Source: an optimization exercise on an open RTL-to-GDS flow (aim: small area). Production flows keep margins and buffers that such runs may drop.
Where RTL was checked, it was by simulation tests only, not by an equivalence proof against the original.
The clock port is modelled as an ideal driver; clocking choices that lean on that would not hold on a real chip.
No activity file was given, so power comes from the tool's default toggle rates.

==> trial 68: inputs <==
Design game_core, start of the top module:
module game_core(
    input  logic        clk,
    input  logic        reset,           
    input  logic        frame_clk,       
    input  logic [15:0] keycode,
    input  logic [9:0]  DrawX, DrawY,    
    output logic [2:0]  Health,
    output logic        active_key,
    output logic        dungeon_frame1, dungeon_frame2, dungeon_frame3,
    output logic        initial_frame, final_frame, game_over,
    output logic [9:0]  Monster_X, Monster_Y, Monster_X_2, Monster_Y_2,
    output logic [9:0]  monster_bullet_X_L, monster_bullet_Y_L,
                        monster_bullet_X_R, monster_bullet_Y_R,
                        monster_bullet_X_U, monster_bullet_Y_U,
                        monster_bullet_X_D, monster_bullet_Y_D,
    output logic [9:0]  bullet_X, bullet_Y,
    output logic [9:0]  char_frame_X, char_frame_Y,
    output logic        character_frame,
    output logic        is_character, is_monster1, is_monster2, is_monster3,
    output logic        is_bullet, is_bullet_l, is_bullet_r, is_bullet_u, is_bullet_d,
    output logic        is_heart, is_key,
    output logic [18:0] char_ra, background_ra, monster1_ra, monster2_ra, monster3_ra,
    output logic [18:0] bullet_ra, bullet_l_ra, bullet_r_ra, bullet_u_ra, bullet_d_ra,
    output logic [18:0] heart_ra, key_ra
);
export LEC_CHECK = 0
export CAP_MARGIN = 20
export CORE_MARGIN = 2
export CORE_UTILIZATION = 65
export CTS_BUF_LIST = sky130_fd_sc_hd__clkbuf_8
export CTS_CLUSTER_DIAMETER = 60
export CTS_CLUSTER_SIZE = 10
export SLEW_MARGIN = 20
create_clock -name core_clock -period 12.0 [get_ports {clk}]
standard.sh (not shown) runs the stock make flow with config.mk's settings and CLKGATE_MAP_FILE= SYNTH_SCRIPT=/design/flow/synth_recipe.tcl, a recipe that flattens the netlist after the stock synthesis.
==> flow/flow/run.sh <==
#!/bin/bash
# Standard layout, except that: the port buffers are the platform's smallest
# buffer (buf_1) instead of the default pick; the constant outputs share one
# tie cell (repair_design buffers its net) instead of one tie cell each; and
# after CTS the cells on paths with spare slack are downsized
# (flow/recover.tcl, run as the CTS step's POST hook). Every tool's output is kept in a log file in the work
# folder (ORFS's own logs under orfs/logs, make's output in standard_flow.log).
set -euo pipefail
bash standard.sh BUFFER_PORTS_ARGS="-buffer_cell sky130_fd_sc_hd__buf_1" \
    POST_CTS_TCL="$PWD/flow/recover.tcl" SKIP_REPAIR_TIE_FANOUT=1 finish > standard_flow.log 2>&1
==> flow/flow/recover.tcl <==
# After CTS: downsize cells on paths with spare slack to recover area, then
# legalize the placement again.
log_cmd estimate_parasitics -placement
log_cmd repair_timing -recover_power 100 -setup_margin 0.1 -verbose
log_cmd detailed_placement
check_placement -verbose
log_cmd estimate_parasitics -placement
report_worst_slack -max
report_design_area
==> build 33: changes against trial 68 <==
--- a/flow/design.v
+++ b/flow/design.v
@@ -599,18 +599,18 @@
     logic [2:0] m2;            
     logic [2:0] m2_n;
     wire [9:0] q2x = hard ? 10'd200 : p2x;
     wire [9:0] q2y = hard ? 10'd300 : p2y;
     wire [10:0] ex = sub10(q2x, cx);
     wire [10:0] ey = sub10(q2y, cy);
     wire sx = ex[10];
     wire sy = ey[10];
-    wire [11:0] es = 12'(add16({5'd0, sx, ex}, {4'd0, {{sy, ey} ^ {12{sx ~^ sy}}}}, sx ~^ sy));
-    wire ahor = sx ? (es[11] | (es == 12'd0)) : !es[11];
+    wire [15:0] es = add16({{5{sx}}, ex}, {{5{sy}}, ey} ^ {16{sx ~^ sy}}, sx ~^ sy);
+    wire ahor = sx ? (es[15] | (es == 16'd0)) : !es[15];
     wire [1:0] d2_n = ahor ? (sx ? 2'b11 : 2'b01) : (sy ? 2'b10 : 2'b00);
     always_comb begin
         m2_n = ge8(8'd80, c2) ? 3'd0 : m2;
         if (fe) begin
             case (d2)
                 2'b00: m2_n = ge10(10'd40, p2y) ? 3'd0 : 3'b100;
                 2'b01: m2_n = 3'b101;
                 2'b10: m2_n = (ge10(p2y, 10'd419) && ge10(10'd1003, p2y)) ? 3'd0 : 3'b110;
@@ -644,18 +644,20 @@
             m2 <= erst ? 3'd0 : m2_n;
             if (!ge8(8'd160, c2) || erst)
                 c2 <= 8'd0;
             else
                 c2 <= c2_inc;
         end
         d2 <= d2_n;
     end
-    wire m2_touch = ((ex[10] && ge10(ex[9:0], 10'd1004)) || ex == 11'd0) && ge10(10'd1003, p2x) &&
-                    ((ey[10] && ge10(ey[9:0], 10'd1004)) || ey == 11'd0) && ge10(10'd1003, p2y);
+    wire [10:0] tx = sub10(cx, p2x);
+    wire [10:0] ty = sub10(cy, p2y);
+    wire m2_touch = !tx[10] && ge10(10'd20, tx[9:0]) && ge10(10'd1003, p2x) &&
+                    !ty[10] && ge10(10'd20, ty[9:0]) && ge10(10'd1003, p2y);
     wire [9:0] p1x20 = keep ? (hard ? 10'd340 : add10(p1x, 10'd20)) : 10'd0;
     wire [9:0] p1y20 = keep ? (hard ? 10'd260 : add10(p1y, 10'd20)) : 10'd0;
     wire cxok = ge10(10'd983, cx);
     wire cyok = ge10(10'd983, cy);
     logic [9:0] blx, bly, brx, bry, bux, buy, bdx, bdy;
     logic bl_hit, br_hit, bu_hit, bd_hit;
     mbullet #(.DIR(0)) mb_l(.clk(clk), .rst(erst), .fe(fe), .keep(keep), .px20(p1x20), .py20(p1y20),
                             .cx(cx), .cy(cy), .cxok(cxok), .cyok(cyok),
@@ -744,51 +746,51 @@
     wire xpos = xmv & ~cxm[0];
     wire ypos = ymv & ~cym[0];
     wire [5:0] lx = 6'(nsub10({4'd0, nDrawX[5:0]}, {4'd0, cx_in[5:0]}));
     wire [5:0] ly = 6'(nsub10({4'd0, nDrawY[5:0]}, {4'd0, cy_in[5:0]}));
     wire wx = xpos & (chx[5:1] == 5'd0);
     wire wy = ypos & (chy[5:1] == 5'd0);
     wire [15:0] cra = mul42w(ly, lx, wx, wy);
     assign char_ra = is_character ? {3'd0, cra} : 19'd0;
-    wire [10:0] s1x = nsub10(nDrawX, p1x);
-    wire [10:0] s1y = nsub10(nDrawY, p1y);
-    wire mbox1 = p1x != 10'd0 && !s1x[10] && !ge10(s1x[9:0], 10'd42) && ge10(10'd981, p1x) &&
-                 !s1y[10] && !ge10(s1y[9:0], 10'd50) && ge10(10'd973, p1y) && act;
+    wire [10:0] s1x = nsub10(nDrawX, Monster_X);
+    wire [10:0] s1y = nsub10(nDrawY, Monster_Y);
+    wire mbox1 = Monster_X != 10'd0 && !s1x[10] && !ge10(s1x[9:0], 10'd42) && ge10(10'd981, Monster_X) &&
+                 !s1y[10] && !ge10(s1y[9:0], 10'd50) && ge10(10'd973, Monster_Y);
     assign is_monster1 = mbox1 && dungeon_frame1;
     assign is_monster2 = mbox1 && !dungeon_frame1 && (dungeon_frame2 || dungeon_frame3);
     wire [11:0] m1ra = mul42(s1y[5:0], s1x[5:0]);
     assign monster1_ra = is_monster1 ? {7'd0, m1ra} : 19'd0;
     assign monster2_ra = is_monster2 ? {7'd0, m1ra} : 19'd0;
-    wire [10:0] s2x = nsub10(nDrawX, p2x);
-    wire [10:0] s2y = nsub10(nDrawY, p2y);
-    wire mbox2 = p2x != 10'd0 && !s2x[10] && !ge10(s2x[9:0], 10'd42) && ge10(10'd981, p2x) &&
-                 !s2y[10] && !ge10(s2y[9:0], 10'd50) && ge10(10'd973, p2y) && act;
+    wire [10:0] s2x = nsub10(nDrawX, Monster_X_2);
+    wire [10:0] s2y = nsub10(nDrawY, Monster_Y_2);
+    wire mbox2 = Monster_X_2 != 10'd0 && !s2x[10] && !ge10(s2x[9:0], 10'd42) && ge10(10'd981, Monster_X_2) &&
+                 !s2y[10] && !ge10(s2y[9:0], 10'd50) && ge10(10'd973, Monster_Y_2);
     assign is_monster3 = mbox2 && anydf;
     wire [11:0] m3ra = mul42(s2y[5:0], s2x[5:0]);
     assign monster3_ra = is_monster3 ? {7'd0, m3ra} : 19'd0;
     function automatic logic [5:0] bbox(input logic [9:0] dx, input logic [9:0] dy,
                                         input logic [9:0] bx, input logic [9:0] by);
         logic [10:0] sx, sy;
         sx = nsub10(dx, bx);
         sy = nsub10(dy, by);
         bbox[0] = !sx[10] && sx[9:3] == 7'd0 && !ge10({7'd0, sx[2:0]}, 10'd5) && ge10(10'd1018, bx) &&
                   !sy[10] && sy[9:3] == 7'd0 && !ge10({7'd0, sy[2:0]}, 10'd5) && ge10(10'd1018, by);
         bbox[5:1] = mul5(sy[2:0], sx[2:0]);
     endfunction
     wire [5:0] bl = bbox(nDrawX, nDrawY, monster_bullet_X_L, monster_bullet_Y_L);
     wire [5:0] br = bbox(nDrawX, nDrawY, monster_bullet_X_R, monster_bullet_Y_R);
     wire [5:0] bu = bbox(nDrawX, nDrawY, monster_bullet_X_U, monster_bullet_Y_U);
     wire [5:0] bd = bbox(nDrawX, nDrawY, monster_bullet_X_D, monster_bullet_Y_D);
-    wire [5:0] bp = bbox(nDrawX, nDrawY, pbx, pby);
+    wire [5:0] bp = bbox(nDrawX, nDrawY, bullet_X, bullet_Y);
     assign is_bullet_l = bl[0] && !ge10(10'd20, monster_bullet_X_L) && !ge10(10'd20, monster_bullet_Y_L);
     assign is_bullet_r = br[0] && !ge10(10'd20, monster_bullet_X_R) && !ge10(10'd20, monster_bullet_Y_R);
     assign is_bullet_u = bu[0] && !ge10(10'd20, monster_bullet_X_U) && !ge10(10'd20, monster_bullet_Y_U);
     assign is_bullet_d = bd[0] && !ge10(10'd20, monster_bullet_X_D) && !ge10(10'd20, monster_bullet_Y_D);
-    assign is_bullet   = bp[0] && pbx != 10'd0 && pby != 10'd0 && act;
+    assign is_bullet   = bp[0] && bullet_X != 10'd0 && bullet_Y != 10'd0;
     assign bullet_l_ra = is_bullet_l ? 19'(bl[5:1]) : 19'd0;
     assign bullet_r_ra = is_bullet_r ? 19'(br[5:1]) : 19'd0;
     assign bullet_u_ra = is_bullet_u ? 19'(bu[5:1]) : 19'd0;
     assign bullet_d_ra = is_bullet_d ? 19'(bd[5:1]) : 19'd0;
     assign bullet_ra   = is_bullet   ? 19'(bp[5:1]) : 19'd0;
     wire [15:0] hmax = add16({9'd0, health, 4'b0}, {11'd0, health, 2'b0}, 1'b0);
     assign is_heart = !ge10(DrawX, hmax[9:0]) && !ge10(DrawY, 10'd20) && anydf;
     wire [11:0] hra = mul140(DrawY[4:0], DrawX[7:0]);
==> flow/flow/run.sh (replaced) <==
#!/bin/bash
# Standard layout, except that the port buffers are the platform's smallest
# buffer (buf_1) instead of the default pick. Every tool's output is kept in
# a log file in the work folder.
set -euo pipefail
bash standard.sh BUFFER_PORTS_ARGS="-buffer_cell sky130_fd_sc_hd__buf_1" finish > standard_flow.log 2>&1
==> flow/config.mk (replaced) <==
export PLATFORM = sky130hd
export DESIGN_NAME = game_core
export DESIGN_NICKNAME = game_core
export VERILOG_FILES = /design/flow/design.v
export SDC_FILE = /design/flow/constraint.sdc
export NUM_CORES = 4
export LEC_CHECK = 0
export CAP_MARGIN = 20
export CORE_MARGIN = 2
export CORE_UTILIZATION = 40
export SLEW_MARGIN = 20
removed: flow/flow/recover.tcl
==> trial 37: changes against trial 68 <==
--- a/flow/design.v
+++ b/flow/design.v
@@ -599,18 +599,18 @@
     logic [2:0] m2;            
     logic [2:0] m2_n;
     wire [9:0] q2x = hard ? 10'd200 : p2x;
     wire [9:0] q2y = hard ? 10'd300 : p2y;
     wire [10:0] ex = sub10(q2x, cx);
     wire [10:0] ey = sub10(q2y, cy);
     wire sx = ex[10];
     wire sy = ey[10];
-    wire [11:0] es = 12'(add16({5'd0, sx, ex}, {4'd0, {{sy, ey} ^ {12{sx ~^ sy}}}}, sx ~^ sy));
-    wire ahor = sx ? (es[11] | (es == 12'd0)) : !es[11];
+    wire [15:0] es = add16({{5{sx}}, ex}, {{5{sy}}, ey} ^ {16{sx ~^ sy}}, sx ~^ sy);
+    wire ahor = sx ? (es[15] | (es == 16'd0)) : !es[15];
     wire [1:0] d2_n = ahor ? (sx ? 2'b11 : 2'b01) : (sy ? 2'b10 : 2'b00);
     always_comb begin
         m2_n = ge8(8'd80, c2) ? 3'd0 : m2;
         if (fe) begin
             case (d2)
                 2'b00: m2_n = ge10(10'd40, p2y) ? 3'd0 : 3'b100;
                 2'b01: m2_n = 3'b101;
                 2'b10: m2_n = (ge10(p2y, 10'd419) && ge10(10'd1003, p2y)) ? 3'd0 : 3'b110;
@@ -744,51 +744,51 @@
     wire xpos = xmv & ~cxm[0];
     wire ypos = ymv & ~cym[0];
     wire [5:0] lx = 6'(nsub10({4'd0, nDrawX[5:0]}, {4'd0, cx_in[5:0]}));
     wire [5:0] ly = 6'(nsub10({4'd0, nDrawY[5:0]}, {4'd0, cy_in[5:0]}));
     wire wx = xpos & (chx[5:1] == 5'd0);
     wire wy = ypos & (chy[5:1] == 5'd0);
     wire [15:0] cra = mul42w(ly, lx, wx, wy);
     assign char_ra = is_character ? {3'd0, cra} : 19'd0;
-    wire [10:0] s1x = nsub10(nDrawX, p1x);
-    wire [10:0] s1y = nsub10(nDrawY, p1y);
-    wire mbox1 = p1x != 10'd0 && !s1x[10] && !ge10(s1x[9:0], 10'd42) && ge10(10'd981, p1x) &&
-                 !s1y[10] && !ge10(s1y[9:0], 10'd50) && ge10(10'd973, p1y) && act;
+    wire [10:0] s1x = nsub10(nDrawX, Monster_X);
+    wire [10:0] s1y = nsub10(nDrawY, Monster_Y);
+    wire mbox1 = Monster_X != 10'd0 && !s1x[10] && !ge10(s1x[9:0], 10'd42) && ge10(10'd981, Monster_X) &&
+                 !s1y[10] && !ge10(s1y[9:0], 10'd50) && ge10(10'd973, Monster_Y);
     assign is_monster1 = mbox1 && dungeon_frame1;
     assign is_monster2 = mbox1 && !dungeon_frame1 && (dungeon_frame2 || dungeon_frame3);
     wire [11:0] m1ra = mul42(s1y[5:0], s1x[5:0]);
     assign monster1_ra = is_monster1 ? {7'd0, m1ra} : 19'd0;
     assign monster2_ra = is_monster2 ? {7'd0, m1ra} : 19'd0;
-    wire [10:0] s2x = nsub10(nDrawX, p2x);
-    wire [10:0] s2y = nsub10(nDrawY, p2y);
-    wire mbox2 = p2x != 10'd0 && !s2x[10] && !ge10(s2x[9:0], 10'd42) && ge10(10'd981, p2x) &&
-                 !s2y[10] && !ge10(s2y[9:0], 10'd50) && ge10(10'd973, p2y) && act;
+    wire [10:0] s2x = nsub10(nDrawX, Monster_X_2);
+    wire [10:0] s2y = nsub10(nDrawY, Monster_Y_2);
+    wire mbox2 = Monster_X_2 != 10'd0 && !s2x[10] && !ge10(s2x[9:0], 10'd42) && ge10(10'd981, Monster_X_2) &&
+                 !s2y[10] && !ge10(s2y[9:0], 10'd50) && ge10(10'd973, Monster_Y_2);
     assign is_monster3 = mbox2 && anydf;
     wire [11:0] m3ra = mul42(s2y[5:0], s2x[5:0]);
     assign monster3_ra = is_monster3 ? {7'd0, m3ra} : 19'd0;
     function automatic logic [5:0] bbox(input logic [9:0] dx, input logic [9:0] dy,
                                         input logic [9:0] bx, input logic [9:0] by);
         logic [10:0] sx, sy;
         sx = nsub10(dx, bx);
         sy = nsub10(dy, by);
         bbox[0] = !sx[10] && sx[9:3] == 7'd0 && !ge10({7'd0, sx[2:0]}, 10'd5) && ge10(10'd1018, bx) &&
                   !sy[10] && sy[9:3] == 7'd0 && !ge10({7'd0, sy[2:0]}, 10'd5) && ge10(10'd1018, by);
         bbox[5:1] = mul5(sy[2:0], sx[2:0]);
     endfunction
     wire [5:0] bl = bbox(nDrawX, nDrawY, monster_bullet_X_L, monster_bullet_Y_L);
     wire [5:0] br = bbox(nDrawX, nDrawY, monster_bullet_X_R, monster_bullet_Y_R);
     wire [5:0] bu = bbox(nDrawX, nDrawY, monster_bullet_X_U, monster_bullet_Y_U);
     wire [5:0] bd = bbox(nDrawX, nDrawY, monster_bullet_X_D, monster_bullet_Y_D);
-    wire [5:0] bp = bbox(nDrawX, nDrawY, pbx, pby);
+    wire [5:0] bp = bbox(nDrawX, nDrawY, bullet_X, bullet_Y);
     assign is_bullet_l = bl[0] && !ge10(10'd20, monster_bullet_X_L) && !ge10(10'd20, monster_bullet_Y_L);
     assign is_bullet_r = br[0] && !ge10(10'd20, monster_bullet_X_R) && !ge10(10'd20, monster_bullet_Y_R);
     assign is_bullet_u = bu[0] && !ge10(10'd20, monster_bullet_X_U) && !ge10(10'd20, monster_bullet_Y_U);
     assign is_bullet_d = bd[0] && !ge10(10'd20, monster_bullet_X_D) && !ge10(10'd20, monster_bullet_Y_D);
-    assign is_bullet   = bp[0] && pbx != 10'd0 && pby != 10'd0 && act;
+    assign is_bullet   = bp[0] && bullet_X != 10'd0 && bullet_Y != 10'd0;
     assign bullet_l_ra = is_bullet_l ? 19'(bl[5:1]) : 19'd0;
     assign bullet_r_ra = is_bullet_r ? 19'(br[5:1]) : 19'd0;
     assign bullet_u_ra = is_bullet_u ? 19'(bu[5:1]) : 19'd0;
     assign bullet_d_ra = is_bullet_d ? 19'(bd[5:1]) : 19'd0;
     assign bullet_ra   = is_bullet   ? 19'(bp[5:1]) : 19'd0;
     wire [15:0] hmax = add16({9'd0, health, 4'b0}, {11'd0, health, 2'b0}, 1'b0);
     assign is_heart = !ge10(DrawX, hmax[9:0]) && !ge10(DrawY, 10'd20) && anydf;
     wire [11:0] hra = mul140(DrawY[4:0], DrawX[7:0]);
==> flow/config.mk (replaced) <==
export PLATFORM = sky130hd
export DESIGN_NAME = game_core
export DESIGN_NICKNAME = game_core
export VERILOG_FILES = /design/flow/design.v
export SDC_FILE = /design/flow/constraint.sdc
export NUM_CORES = 4
export LEC_CHECK = 0
export CAP_MARGIN = 20
export CORE_MARGIN = 2
export CORE_UTILIZATION = 65
export CTS_BUF_LIST = sky130_fd_sc_hd__clkbuf_2 sky130_fd_sc_hd__clkbuf_4
export SLEW_MARGIN = 20
==> summary of the runs <==
Sequential power is about the same in trial 37 and trial 68.
Of trial 68 and build 33, trial 68 has the higher non-clock buffer count (gap 1).
In clock-buffer cell count, build 33 and trial 68 do not differ.
In sequential cell count, build 33 and trial 68 do not differ.
Maximum frequency, highest first: trial 68, build 33, trial 37.
Hold slack: trial 37 > trial 68 > build 33.
In trial 37 the register-to-register slack is worse than in trial 68, by 0.83 ns.
Trial 68 completed with no timing, DRC or antenna violations. Build 33 ran to the end with no violations. Trial 37 produced a clean layout.
Cell count, lowest first: trial 68, trial 37, build 33.
==> figures <==
| item | build 33 | trial 68 | trial 37 |
|---|---|---|---|
| Result of the run | finished clean | finished clean | finished clean |
| Area fraction of the dominant cell type after synthesis | 0.325 | 0.314 | 0.317 |
| Number of distinct library cells after synthesis | 88 | 95 | 94 |
| Share of cell area taken by multi-input logic gates | 0.646 | 0.655 | 0.649 |
| End of the worst register-to-register path | d2[0]$_DFF_P_ | d2[1]$_DFF_P_ | d2[1]$_DFF_P_ |
| Power share of the combinational group | 0.170 | 0.197 | 0.182 |
| Global-route wire length before repair | 145 mm | 140 mm | 143 mm |
| Routed Wire Length | 101 mm | 95.8 mm | 97.5 mm |
| Routed length on met1 | 40.6 mm | 34.1 mm | 34.3 mm |
| Inverters | 466 | 451 | 454 |
| Clock distribution area overhead in the final layout | 0.0317 | 0.0232 | 0.0315 |
| Overall power consumption | 1.98 mW | 1.78 mW | 1.92 mW |
| Vias per cell | 5.53 | 6.46 | 6.41 |
| Switching power total | 604 µW | 563 µW | 628 µW |
| Nonclk buf count | 407 | 408 | 407 |
| Standard cell core area | 66000 µm² | 39900 µm² | 39900 µm² |
| Area grow syn2layout | 11.7% | 6.57% | 7.50% |
Only the layout flow was run in trial 68; the RTL was not checked for function there.

-- static timing again, ports no longer ideal --
How much do the figures lean on ideal ports? The routed layouts below were timed once more, with nothing changed but the port constraints.
Step 1, drivers: a clkbuf_16 drives clk and a buf_2 each remaining input, both assumed.
Step 2, shift: input delay + t, output delay - t, t = (earliest + latest rising clock arrival at the registers) / 2. This alone moves slack from input paths to output paths.
Slacks: ideal / step 1 / step 2; pairs: ideal / step 1.
| run | shift t [ns] | slack for setup (ns) | worst setup path after step 2 | worst slew at a driven data input, ns |
|---|---|---|---|---|
| trial 68 | 0.701 | 0.680 / 0.665 / 0.007 | input to register | 0.14 |
| build 33 | 0.649 | 0.651 / 0.619 / 0.283 | input to register | 0.07 |
| trial 37 | 0.825 | 0.370 / 0.315 / -0.238 | input to register | 0.13 |
Met with ideal ports but missed after step 2: setup timing in trial 37. The setup slack of trial 68, which loses most, moves by -0.015 ns with the drivers and by -0.673 ns with both steps.
